This is an optimization exercise on Yosys and OpenROAD, whose aim is small area and a short achievable clock period, not a production implementation. The RTL was checked by simulation tests, not by an equivalence proof against the original design. Power is estimated from default activity; no workload was simulated.

// sorting_network_top
module sorting_network_top (
  input          clk_i,
  input          rst_i,
  input  [99:0]  data_i,
  input          data_valid_i,
  output [99:0]  data_o,
  output         data_valid_o
);
Size in the first run: about 2,500 cells after synthesis, about 410 flip-flops, roughly 0.023 mm^2 of cells after synthesis.
Settings: LEC_CHECK=0, CAP_MARGIN=20, CORE_MARGIN=2, CORE_UTILIZATION=40, CTS_CLUSTER_DIAMETER=110, CTS_CLUSTER_SIZE=24, SETUP_SLACK_MARGIN=2.9, SLEW_MARGIN=20; clock period 5.0 ns.
standard.sh (not shown) runs the stock make flow with config.mk's settings and CLKGATE_MAP_FILE= SYNTH_SCRIPT=/design/flow/synth_recipe.tcl, a recipe that flattens the netlist after the stock synthesis.
==> flow/flow/run.sh <==
#!/bin/bash
# The standard layout (the standard.sh: ORFS synthesis through finish), with these
# changes to how ORFS builds it:
#  - port buffers: buf_4 on every input, buf_2 on every output (flow/pre_gpl.tcl), instead
#    of the delay-cell footprint that buffer_ports picks by default,
#  - timing repair may resize cells across footprints (MATCH_CELL_FOOTPRINT=0), and
#  - the pins are placed with inputs on the left edge and outputs on the right (flow/io.tcl).
# Every tool's output goes to ORFS's own logs; make's output goes to flow_make.log here.
set -euo pipefail
bash standard.sh MATCH_CELL_FOOTPRINT=0 \
  "PRE_GLOBAL_PLACE_TCL=$PWD/flow/pre_gpl.tcl" \
  "BUFFER_PORTS_ARGS=-inputs -buffer_cell sky130_fd_sc_hd__buf_4" \
  "IO_CONSTRAINTS=$PWD/flow/io.tcl" finish > flow_make.log 2>&1
==> flow/flow/io.tcl <==
# Pin placement: every input on the left edge, every output on the right edge, so the
# pipeline runs from left to right and the all-pairs comparators sit near their inputs.
set_io_pin_constraint -direction INPUT -region left:*
set_io_pin_constraint -direction OUTPUT -region right:*
==> flow/flow/pre_gpl.tcl <==
# Output ports get buf_2 buffers (the standard buffer_ports call that follows then buffers
# the inputs only, with the cell BUFFER_PORTS_ARGS names).
buffer_ports -outputs -buffer_cell sky130_fd_sc_hd__buf_2
Change:
CTS_CLUSTER_DIAMETER = not set   (was 110)
CTS_CLUSTER_SIZE = not set   (was 24)
Effect:
- The changed run produced a clean layout
- routed wire length is about the same
- first-iteration DRC count drops slightly
- design area increases by a few percent
- synthesized cell count is unchanged
- setup slack gets better by 0.050 ns
- power climbs by roughly a tenth
- sequential power hardly moves
- clock power goes up by well over a third
- count of clock-buffer cells in the layout goes up by 37
- sequential cell count is unchanged
- core utilization went up by 1.4 points
Change:
CTS_BUF_LIST = sky130_fd_sc_hd__clkbuf_8   (was not set)
CTS_CLUSTER_DIAMETER = 80   (was not set)
CTS_CLUSTER_SIZE = 16   (was not set)
Result: The changed run passed the timing, design-rule and antenna checks. Setup slack gets worse by 0.044 ns. Core utilization came out lower by 1.7 points. Register-to-register slack gets better by 0.02 ns. Power came out lower by roughly a tenth.

* * *

The RTL this note starts from:
==> flow/design.v <==
module sorting_network_top (
  input          clk_i,
  input          rst_i,
  input  [99:0]  data_i,
  input          data_valid_i,
  output [99:0]  data_o,
  output         data_valid_o
);
  sorting_network #(
    .NUMBER_WIDTH   ( 10 ),
    .NUMBERS_AMOUNT ( 10 )
  ) u_sorting_network (
    .clk_i        ( clk_i        ),
    .rst_i        ( rst_i        ),
    .data_i       ( data_i       ),
    .data_valid_i ( data_valid_i ),
    .data_o       ( data_o       ),
    .data_valid_o ( data_valid_o )
  );
endmodule

module sorting_network #(
  parameter int NUMBER_WIDTH   = 10,
  parameter int NUMBERS_AMOUNT = 10
)(
  input                                                 clk_i,
  input                                                 rst_i,
  input  [NUMBERS_AMOUNT - 1 : 0][NUMBER_WIDTH - 1 : 0] data_i,
  input                                                 data_valid_i,
  output [NUMBERS_AMOUNT - 1 : 0][NUMBER_WIDTH - 1 : 0] data_o,
  output                                                data_valid_o
);
localparam int N = NUMBERS_AMOUNT;
localparam int W = NUMBER_WIDTH;
function automatic logic gt_f( input logic [W - 1 : 0] a, input logic [W - 1 : 0] b );
  logic c;
  c = 1'b0;
  for( int i = 0; i < W; i++ )
    c = ( a[i] & ~b[i] ) | ( a[i] & c ) | ( ~b[i] & c );
  gt_f = c;
endfunction
function automatic logic [3 : 0] csa9_f( input logic [8 : 0] b );
  logic [2 : 0] s, c;
  logic         w1, w2a, w2b, w4;
  for( int g = 0; g < 3; g++ )
    begin
      s[g] = b[3 * g] ^ b[3 * g + 1] ^ b[3 * g + 2];
      c[g] = ( b[3 * g] & b[3 * g + 1] ) | ( b[3 * g] & b[3 * g + 2] ) | ( b[3 * g + 1] & b[3 * g + 2] );
    end
  w1  = s[0] ^ s[1] ^ s[2];
  w2a = ( s[0] & s[1] ) | ( s[0] & s[2] ) | ( s[1] & s[2] );
  w2b = c[0] ^ c[1] ^ c[2];
  w4  = ( c[0] & c[1] ) | ( c[0] & c[2] ) | ( c[1] & c[2] );
  csa9_f = { w4, w2b, w2a, w1 };
endfunction
function automatic logic [9 : 0] dec_f( input logic [3 : 0] r );
  logic [4 : 0] m;
  m[0] = ~r[3] & ~r[2] & ~r[1];
  m[1] = ~r[3] & ( r[2] ^ r[1] );
  m[2] = ( ~r[3] & r[2] & r[1] ) | ( r[3] & ~r[2] & ~r[1] );
  m[3] = r[3] & ( r[2] ^ r[1] );
  m[4] = r[3] & r[2] & r[1];
  for( int k = 0; k < 10; k++ )
    dec_f[k] = m[k / 2] & ( r[0] == k[0] );
endfunction
logic [N - 1 : 0][N - 1 : 0]  gt;
logic [N - 1 : 0][8 : 0]      votes;
logic [N - 1 : 0][3 : 0]      rank;
logic [N - 1 : 0][9 : 0]      sel;
logic [N - 1 : 0][W - 1 : 0]  sorted;
logic [N - 1 : 0][W - 1 : 0]  data_q1;
logic [N - 1 : 0][W - 1 : 0]  data_q2;
logic [N - 1 : 0][W - 1 : 0]  sorted_q;
logic [N - 1 : 0][N - 1 : 0]  gt_q;
logic [N - 1 : 0][3 : 0]      rank_q;
logic [2 : 0]                 valid_d;
always_comb
  begin
    gt = '0;
    for( int i = 0; i < N; i++ )
      for( int j = i + 1; j < N; j++ )
        gt[i][j] = gt_f( data_i[i], data_i[j] );
  end
always_comb
  for( int i = 0; i < N; i++ )
    begin
      for( int j = 0; j < N - 1; j++ )
        votes[i][j] = ( j < i ) ? !gt_q[j][i] : gt_q[i][j + 1];
      rank[i] = csa9_f( votes[i] );
    end
always_comb
  for( int k = 0; k < N; k++ )
    begin
      sorted[k] = '0;
      for( int i = 0; i < N; i++ )
        begin
          sel[i]    = dec_f( rank_q[i] );
          sorted[k] = sorted[k] | ( data_q2[i] & {W{sel[i][k]}} );
        end
    end
always_ff @( posedge clk_i )
  begin
    data_q1  <= data_i;
    for( int i = 0; i < N; i++ )
      for( int j = i + 1; j < N; j++ )
        gt_q[i][j] <= gt[i][j];
    data_q2  <= data_q1;
    rank_q   <= rank;
    sorted_q <= sorted;
  end
always_ff @( posedge clk_i, posedge rst_i )
  if( rst_i )
    valid_d <= '0;
  else
    valid_d <= { valid_d[1 : 0], data_valid_i };
assign data_o       = sorted_q;
assign data_valid_o = valid_d[2];
endmodule
Settings: LEC_CHECK=0, CAP_MARGIN=20, CORE_MARGIN=2, CORE_UTILIZATION=40, CTS_CLUSTER_DIAMETER=150, CTS_CLUSTER_SIZE=30, SETUP_SLACK_MARGIN=2.9, SLEW_MARGIN=20; clock period 5.0 ns.
==> flow/flow/run.sh <==
#!/bin/bash
# The standard layout (the standard.sh: ORFS synthesis through finish), with three
# changes to how ORFS builds it:
#  - the port buffers that buffer_ports inserts are buf_4 cells instead of the delay-cell
#    footprint it picks by default,
#  - timing repair may resize cells across footprints (MATCH_CELL_FOOTPRINT=0), and
#  - the pins are placed with inputs on the left edge and outputs on the right (flow/io.tcl).
# Every tool's output goes to ORFS's own logs; make's output goes to flow_make.log here.
set -euo pipefail
bash standard.sh MATCH_CELL_FOOTPRINT=0 "BUFFER_PORTS_ARGS=-buffer_cell sky130_fd_sc_hd__buf_4" \
  "IO_CONSTRAINTS=$PWD/flow/io.tcl" finish > flow_make.log 2>&1
Scripts as last shown in full above: flow/flow/io.tcl
Edit:
==> flow/flow/run.sh (replaced) <==
#!/bin/bash
# The standard layout (the standard.sh: ORFS synthesis through finish), with these
# changes to how ORFS builds it:
#  - port buffers: buf_4 on every input, buf_2 on every output (flow/pre_gpl.tcl), instead
#    of the delay-cell footprint that buffer_ports picks by default,
#  - timing repair may resize cells across footprints (MATCH_CELL_FOOTPRINT=0), and
#  - the pins are placed with inputs on the left edge and outputs on the right (flow/io.tcl).
# Every tool's output goes to ORFS's own logs; make's output goes to flow_make.log here.
set -euo pipefail
bash standard.sh MATCH_CELL_FOOTPRINT=0 \
  "PRE_GLOBAL_PLACE_TCL=$PWD/flow/pre_gpl.tcl" \
  "BUFFER_PORTS_ARGS=-inputs -buffer_cell sky130_fd_sc_hd__buf_4" \
  "IO_CONSTRAINTS=$PWD/flow/io.tcl" finish > flow_make.log 2>&1
==> flow/flow/pre_gpl.tcl (new file) <==
# Output ports get buf_2 buffers (the standard buffer_ports call that follows then buffers
# the inputs only, with the cell BUFFER_PORTS_ARGS names).
buffer_ports -outputs -buffer_cell sky130_fd_sc_hd__buf_2
CTS_CLUSTER_DIAMETER = 100   (was 150)
CTS_CLUSTER_SIZE = 20   (was 30)
Clock power rose by a quarter to a third.
Worst hold slack is worse by 0.023 ns.
Wire length rose slightly.
Final cell count fell by a few percent.
Setup slack is better by 0.020 ns.
Non-clock buffer count fell by 111.
Edit:
==> flow/run.sh (new file) <==
#!/bin/bash
# synth_recipe.tcl (not shown) runs the flow's synth.tcl, then flattens the netlist and writes it again
# the make line also repeats each setting of config.mk as NAME=value (left out here)
make -C /OpenROAD-flow-scripts/flow DESIGN_CONFIG=/design/flow/config.mk WORK_HOME=/design/flow/orfs CLKGATE_MAP_FILE= SYNTH_SCRIPT=/design/flow/synth_recipe.tcl finish
CTS_CLUSTER_DIAMETER = default   (was 100)
CTS_CLUSTER_SIZE = default   (was 20)
SETUP_SLACK_MARGIN = 2.7   (was 2.9)
removed: flow/flow/run.sh
removed: flow/flow/io.tcl
removed: flow/flow/pre_gpl.tcl
removed: flow/standard.sh
After rerunning:
- clock skew grows by 0.012 ns
- setup slack degrades by 0.24 ns
- routed wire length came out lower slightly
- global-route usage decreases by 0.67 points
- register-to-register slack is worse by 0.24 ns

[port drivers added, routing unchanged]
The flow's constraints put no driver on any port. The routed layouts listed below were extracted and timed again, unchanged, in two steps. Step 1: set_driving_cell puts a clkbuf_16 on clk_i and a buf_2 on each other input, an assumption about the parent block. Step 2 adds t to the input delays and takes it off the output delays; t is the mean of the earliest and latest rising clock arrival at the registers after step 1. Input paths then give back, and output paths get back, about the clock's delay inside the block. Slacks: no drivers / after step 1 / after step 2; pairs: no drivers / after step 1.
| run | shift t [ns] | setup WS [ns] | clock arrival spread, ns | pins driven straight from the clock port |
|---|---|---|---|---|
| the first run of note 1 | 0.636 | 2.730 / 2.773 / 2.137 | 0.044 / 0.044 | 1 |
| the second run of note 1 | 0.649 | 2.780 / 2.777 / 2.127 | 0.039 / 0.039 | 1 |
| the third run of note 1 | 0.687 | 2.736 / 2.763 / 2.076 | 0.058 / 0.058 | 1 |
| the first run of note 2 | 0.617 | 2.785 / 2.725 / 2.219 | 0.052 / 0.051 | 1 |
| the second run of note 2 | 0.639 | 2.805 / 2.804 / 2.165 | 0.032 / 0.032 | 1 |
| the third run of note 2 | 0.639 | 2.569 / 2.569 / 1.979 | 0.037 / 0.037 | 1 |
After both steps setup and hold are still met in every run listed. For the third run of note 1, which loses most, drivers alone change the setup slack by +0.027 ns; drivers and shift together by -0.660 ns.
